This is an optimization exercise on Yosys and OpenROAD, whose aim is small area and a short achievable clock period, not a production implementation.
No run shown here included a check of the RTL's function; only the layout flow was run.

==> flow/design.v, too long to show whole: its modules and the start of the top module <==
// module adaptive_filter: 368 lines
module adaptive_filter(
    input wire clk,
    input wire rst_n,
    input wire [31:0] input_signal,
    input wire [31:0] desired_signal,
    output wire [31:0] filtered_signal
);
  // ...
==> flow/flow/run.sh <==
#!/bin/bash
# Own layout flow: the standard flow (standard.sh) unchanged, except that
# the synthesis skips the generic 'abc -fast' pass that Yosys's synth runs
# before ORFS extracts full/half adders. Without it, the adder trees written
# in the RTL reach extract_fa as written, and ABC maps the remaining logic
# once, at the end, as in the standard flow. Registers, names and every
# later step are the standard ones.
set -euo pipefail
cd "$(dirname "$0")/.."
sed '1s/.*/proc synth {args} { if {[lsearch -exact $args fine:] >= 0} { yosys synth -nofsm -noshare -noabc {*}$args } else { yosys synth -nofsm -noshare {*}$args } }/' \
  synth_recipe.tcl > own_synth.tcl
head -1 own_synth.tcl > own_synth.head.log
sed 's#synth_recipe\.tcl#own_synth.tcl#g' standard.sh > own_standard.sh
bash own_standard.sh finish > own_flow.log 2>&1
==> flow/standard.sh <==
#!/bin/bash
# synth_recipe.tcl (not shown) runs the flow's synth.tcl, then flattens the netlist and writes it again
# the make line also repeats each setting of config.mk as NAME=value (left out here)
make -C /OpenROAD-flow-scripts/flow DESIGN_CONFIG=/design/flow/config.mk WORK_HOME=/design/flow/orfs CLKGATE_MAP_FILE= SYNTH_SCRIPT=/design/flow/synth_recipe.tcl "${@:-finish}"
==> flow/config.mk <==
export PLATFORM = sky130hd
export DESIGN_NAME = adaptive_filter
export DESIGN_NICKNAME = adaptive_filter
export VERILOG_FILES = /design/flow/design.v
export SDC_FILE = /design/flow/constraint.sdc
export NUM_CORES = 4
export LEC_CHECK = 0
export CAP_MARGIN = 20
export CORE_MARGIN = 2
export CORE_UTILIZATION = 55
export SETUP_SLACK_MARGIN = 3.5
export SLEW_MARGIN = 20
==> flow/constraint.sdc <==
create_clock -name core_clock -period 7.5 [get_ports {clk}]
set_input_delay 1.5000 -clock core_clock [delete_from_list [all_inputs] [get_ports {clk}]]
set_output_delay 1.5000 -clock core_clock [all_outputs]
set_load 0.01 [all_outputs]
==> reports/metrics.yaml, run 1 <==
status: "timing/DRC/antenna clean"
cts_setup_buffers: 2
clk_share: 0.05689
final_common_cell: "dfxtp_1"
layoutNonFillerInstCount: 2154
synth_xor_area_frac: 0.04175
worst_slack_ps: 3451
io_buffers: 63
die_w_um: 184.1
synth_edf_count: 0
grt_max_degree: 74
grt_use_met3: 0.04338
critPathArrivalTime_ps: 4560
grt_use_met1: 0.4020
r2r_start: "es1_[1]$_DFF_PN0_"
cts_max_level: 1
nonClkBufAreaFrac: 0.04251
synth_commonest_cells: "217 x dfxtp_1, 152 x fa_1, 126 x nand2_1"
routed_via_density: 6.119
crit_start: "es1_[1]$_DFF_PN0_"
most-common-layout-cells: "217 x dfxtp_1, 149 x fa_1, 126 x nand2_1"
inverters: 90
maxCapViolCount: 0
reg_top3: "fh x31, ps x31, pb x28"
rrSetupSlack_ps: 3450
r2r_cells: 10
crit_family: "adder cells"
yosys.area_share.adder: 0.2542
cp_num_cells: 10
grt_overflow_total: 0
drtPass1Iterations: 12
synth_top_family_by_area: "adder cells"
synth_mux_area_frac: 0.02617
syn_inst: 1700
async_reset_ff_frac: 0.2517
drt_iter0_markers: 1490
==> inputs of run 2 (changes only) <==
==> flow/flow/run.sh (replaced) <==
#!/bin/bash
# Own layout flow: the standard flow (standard.sh, standard synthesis)
# with two changes:
# 1. Each input and output port gets a plain sky130_fd_sc_hd__buf_2 as its
#    port buffer (the standard flow picks clkdlybuf4s50_1, a slower and
#    larger delay cell). Every port is still buffered.
# 2. Clock tree synthesis runs with ORFS's usual arguments plus
#    -dont_use_dummy_load (no extra load cells hung on the clock tree).
set -euo pipefail
cd "$(dirname "$0")/.."
sed -e 's#^make \(.*\) "\${@:-finish}"$#make \1 "BUFFER_PORTS_ARGS=-buffer_cell sky130_fd_sc_hd__buf_2" "CTS_ARGS=-sink_clustering_enable -repair_clock_nets -dont_use_dummy_load" "${@:-finish}"#' \
  standard.sh > own_standard.sh
bash own_standard.sh finish > own_flow.log 2>&1
==> reports/metrics.yaml, run 2 <==
synth_commonest_cells: "225 x inv_1, 217 x dfxtp_1, 152 x fa_1"  # was 217 x dfxtp_1, 152 x fa_1, 126 x nand2_1
cts_root_buf: "clkbuf_16"  # unchanged
grt_use_met1: 0.4057  # was 0.4020
die_w_um: 185.8  # was 184.1 µm
synth_top_area_frac: 0.2389  # was 0.2436
gr-max-usage-layer: "met2"  # unchanged
cp-end-kind: "flip-flop"  # unchanged
grt_use_met3: 0.04911  # was 0.04338
cp.required_ps: 7910  # was 8010 ps
fillCellCount: 2855  # was 2597
worst_pin_slew_ps: 1023  # was 975.6 ps
synth_top_family_by_area: "adder cells"  # unchanged
synth_warnings: 1  # unchanged
cts_buffers: 31  # unchanged
grt_util_all_layers: 0.2823  # was 0.2714
hold_path_class: "reg -> reg"  # unchanged
num_rows: 66  # was 65
area_growth_pct: 9.703  # was 12.74%
ys_top_cells_by_area: "dfxtp_1 24%, fa_1 17%, dfrtp_1 10%"  # unchanged
path_clk_slew_ps: 60  # about the same
die_area_um2: 34530  # was 33880 µm²
multi_input_area_um2: 10990  # was 11080 µm²
slew_headroom: 0.3163  # was 0.3496
path_class: "reg -> reg"  # unchanged
io_buffers: 63  # unchanged
cts_tree: "done"  # unchanged
met2_usage: 0.4345  # was 0.4080
drt_wl_total_mm: 47.41  # was 44.97 mm
finalClockSkew_ps: 62.24  # was 13.25 ps
cts_max_level: 1  # unchanged
yosysMostFrequentCell: "inv_1"  # was dfxtp_1
rsz0062_at_grt: "true"  # unchanged
syn_area_per_cell_um2: 9.871  # was 10.49 µm²
synth_compound_gate_area_share: 0.1687  # was 0.1924
period_minus_slack_ps: 3880  # was 4049 ps
hold_viol: 0  # unchanged
antenna_found_initial: 0  # unchanged
synth_xor_area_frac: 0.04287  # was 0.04175
final_net_count: 2224  # was 2064
reg_top3: "fh x31, ps x31, pb x28"  # unchanged
synth_area_um2: 18180  # was 17830 µm²
place_area_um2: 18860  # was 18720 µm²
syn_inst: 1842  # was 1700
clockBufferDepth: 3  # unchanged
yosys.area_share.adder: 0.2492  # was 0.2542
syn_nets: 2179  # was 2037
fp.dieH_um: 185.8  # was 184.1 µm
design_area_um2: 19950  # was 20100 µm²
crit_path_start_kind: "flip-flop"  # unchanged
hpwl_mm: 34.10  # was 32.07 mm
grt_overflow_total: 0  # unchanged
drcViolationCount: 0  # unchanged
maxCapViolCount: 0  # unchanged
io-pin-count: 98  # unchanged
drtAntennaViolNets: 0  # unchanged
drv_slew: 0  # unchanged
cts.sinks: 290  # unchanged
first_global_vias: 13590  # was 12930
synth_cell_types: 75  # was 66
final.setup.tns_ps: 0  # unchanged
insertion_delay_ps: 580  # was 590 ps
drtPass1Iterations: 7  # was 12
drt_iter0_markers: 1555  # was 1490
fin_crit_sh: 0.5173  # was 0.5398
yosysSeqAreaShare: 0.3394  # was 0.3461
postCtsHoldBufs: 0  # unchanged
async_reset_ff_frac: 0.2517  # unchanged
antennaDiodeCount: 0  # unchanged
path_max_fanout: 21  # was 8
synth_edf_count: 0  # unchanged
initial_utilization: 0.5588  # was 0.5622
routabilityCongestion: 0.9213  # was 0.9148
most-common-layout-cells: "220 x inv_1, 214 x dfxtp_1, 148 x fa_1"  # was 217 x dfxtp_1, 149 x fa_1, 126 x nand2_1
fmax_mhz: 257.8  # was 247.0 MHz
holdWs_ps: 322.7  # was 318.7 ps
final_common_cell: "inv_1"  # was dfxtp_1
ff_latch_area_um2: 6187  # was 6181 µm²
core_um2: 32540  # was 31720 µm²
wl_per_cell_um: 20.37  # was 20.88 µm
status: "timing/DRC/antenna clean"  # unchanged
synth_mux_area_frac: 0.03805  # was 0.02617
grt_max_degree: 46  # was 74
synth_top_area_cell: "dfxtp_1"  # unchanged
grt_pass1_wl_mm: 75.26  # was 71.63 mm
ys.flop_type: "dfxtp_1"  # unchanged
synthSimpleGateAreaFrac: 0.09641  # was 0.09859
drive_above_1_share: 0.1103  # was 0.08505
critPathArrivalTime_ps: 4290  # was 4560 ps
ys_ff_latch: 290  # unchanged
routed_via_density: 5.923  # was 6.119
via_count: 13780  # was 13180
finalSetupViolations: 0  # unchanged
-- run 2: path summary, 6_finish.rpt --
| path | slack, ps | startpoint | end | depth (start not counted) |
|---|---|---|---|---|
| min in group asynchronous | 900 | rst_n | fh[5]$_DFF_PN0_ | 1 |
| min | 320 | d4[0]$_DFF_P_ | d5[0]$_DFF_P_ | 0 |
| max reg2reg | 3620 | cnh[6]$_DFF_PN0_ | pb[18]$_DFF_P_ | 10 |
| max in group asynchronous | 5590 | rst_n | es3_[0]$_DFF_PN0_ | 2 |
| min reg2reg | 320 | d4[0]$_DFF_P_ | d5[0]$_DFF_P_ | 0 |
| max | 3620 | cnh[6]$_DFF_PN0_ | pb[18]$_DFF_P_ | 10 |
-- run 2: cells by family after synthesis --
kind of cell / Yosys count
multiplexers: 67
XOR/XNOR: 89
adder cells (fa/ha/maj): 271
AND/OR/NAND/NOR: 374
other: 2
flip-flops: 290
AO/OA/AOI/OAI: 436
buffers and inverters: 313
-- run 2: layout make-up --
class / instances / share of cell area
well taps: 442 / 0.02773
multi-input cells: 1239 / 0.5507
inverters: 227 / 0.04297
repair buffers: 98 / 0.02948
clock buffers: 31 / 0.03889
flip-flops and latches: 290 / 0.3102
-- run 2: worst max-delay path, stage by stage, from the launching register on --
cell and delay, ps:
dfrtp_1 370, buf_4 370, nor2b_2 720, a21oi_1 210, fa_1 620, inv_1 70, fa_1 370, inv_1 80
fa_1 400, inv_1 80, fa_1 410
-- run 2: per-layer routing --
layer	vias up	routed length, µm
met1	6657	21340
met2	601	20590
met4	0	1522
met3	118	3961
li1	6406	-
met5	-	0
-- run 2: timing repair --
item,in CTS,in global routing
endpoints found under the setup margin,15,6
gates resized for setup,15,38
pin swaps,5,33
hold endpoints to repair,0,0
setup buffers,10,7
-- run 2: stage by stage --
step                      setup slack (ps)  utilization  std cells
after global routing                  3468       0.6131       2327
after global placement                3095       0.5797       2279
after floorplan                       3503            -       1842
after CTS                             3375       0.6074       2320
after detailed placement              3057       0.5797       2279
final                                 3620       0.6131       2327

==> port drivers added, routing unchanged <==
Ports are ideal in the flow. The routed layouts listed here were re-timed in OpenROAD. Step 1: set_driving_cell puts a clkbuf_16 on clk and a buf_2 on each other input, an assumption about the parent block. Step 2 adds t to the input delays and takes it off the output delays; t is the mean of the earliest and latest rising clock arrival at the registers after step 1. Input paths then give back, and output paths get back, about the clock's delay inside the block. a / b / c = ideal / step 1 / step 2; a / b = the first two.
run | t, ns | setup WS [ns] | hold slack, ns | clock arrival spread, ns | worst slew at a driven data input, ns
run 1 | 0.636 | 3.451 / 3.451 / 3.214 | 0.319 / 0.319 / 0.319 | 0.017 / 0.016 | 0.04
run 2 | 0.604 | 3.620 / 3.620 / 3.455 | 0.323 / 0.323 / 0.323 | 0.065 / 0.064 | 0.03
After both steps every run listed still meets setup and hold. For run 1, which loses most, drivers alone change the setup slack by 0.000 ns; drivers and shift together by -0.237 ns.
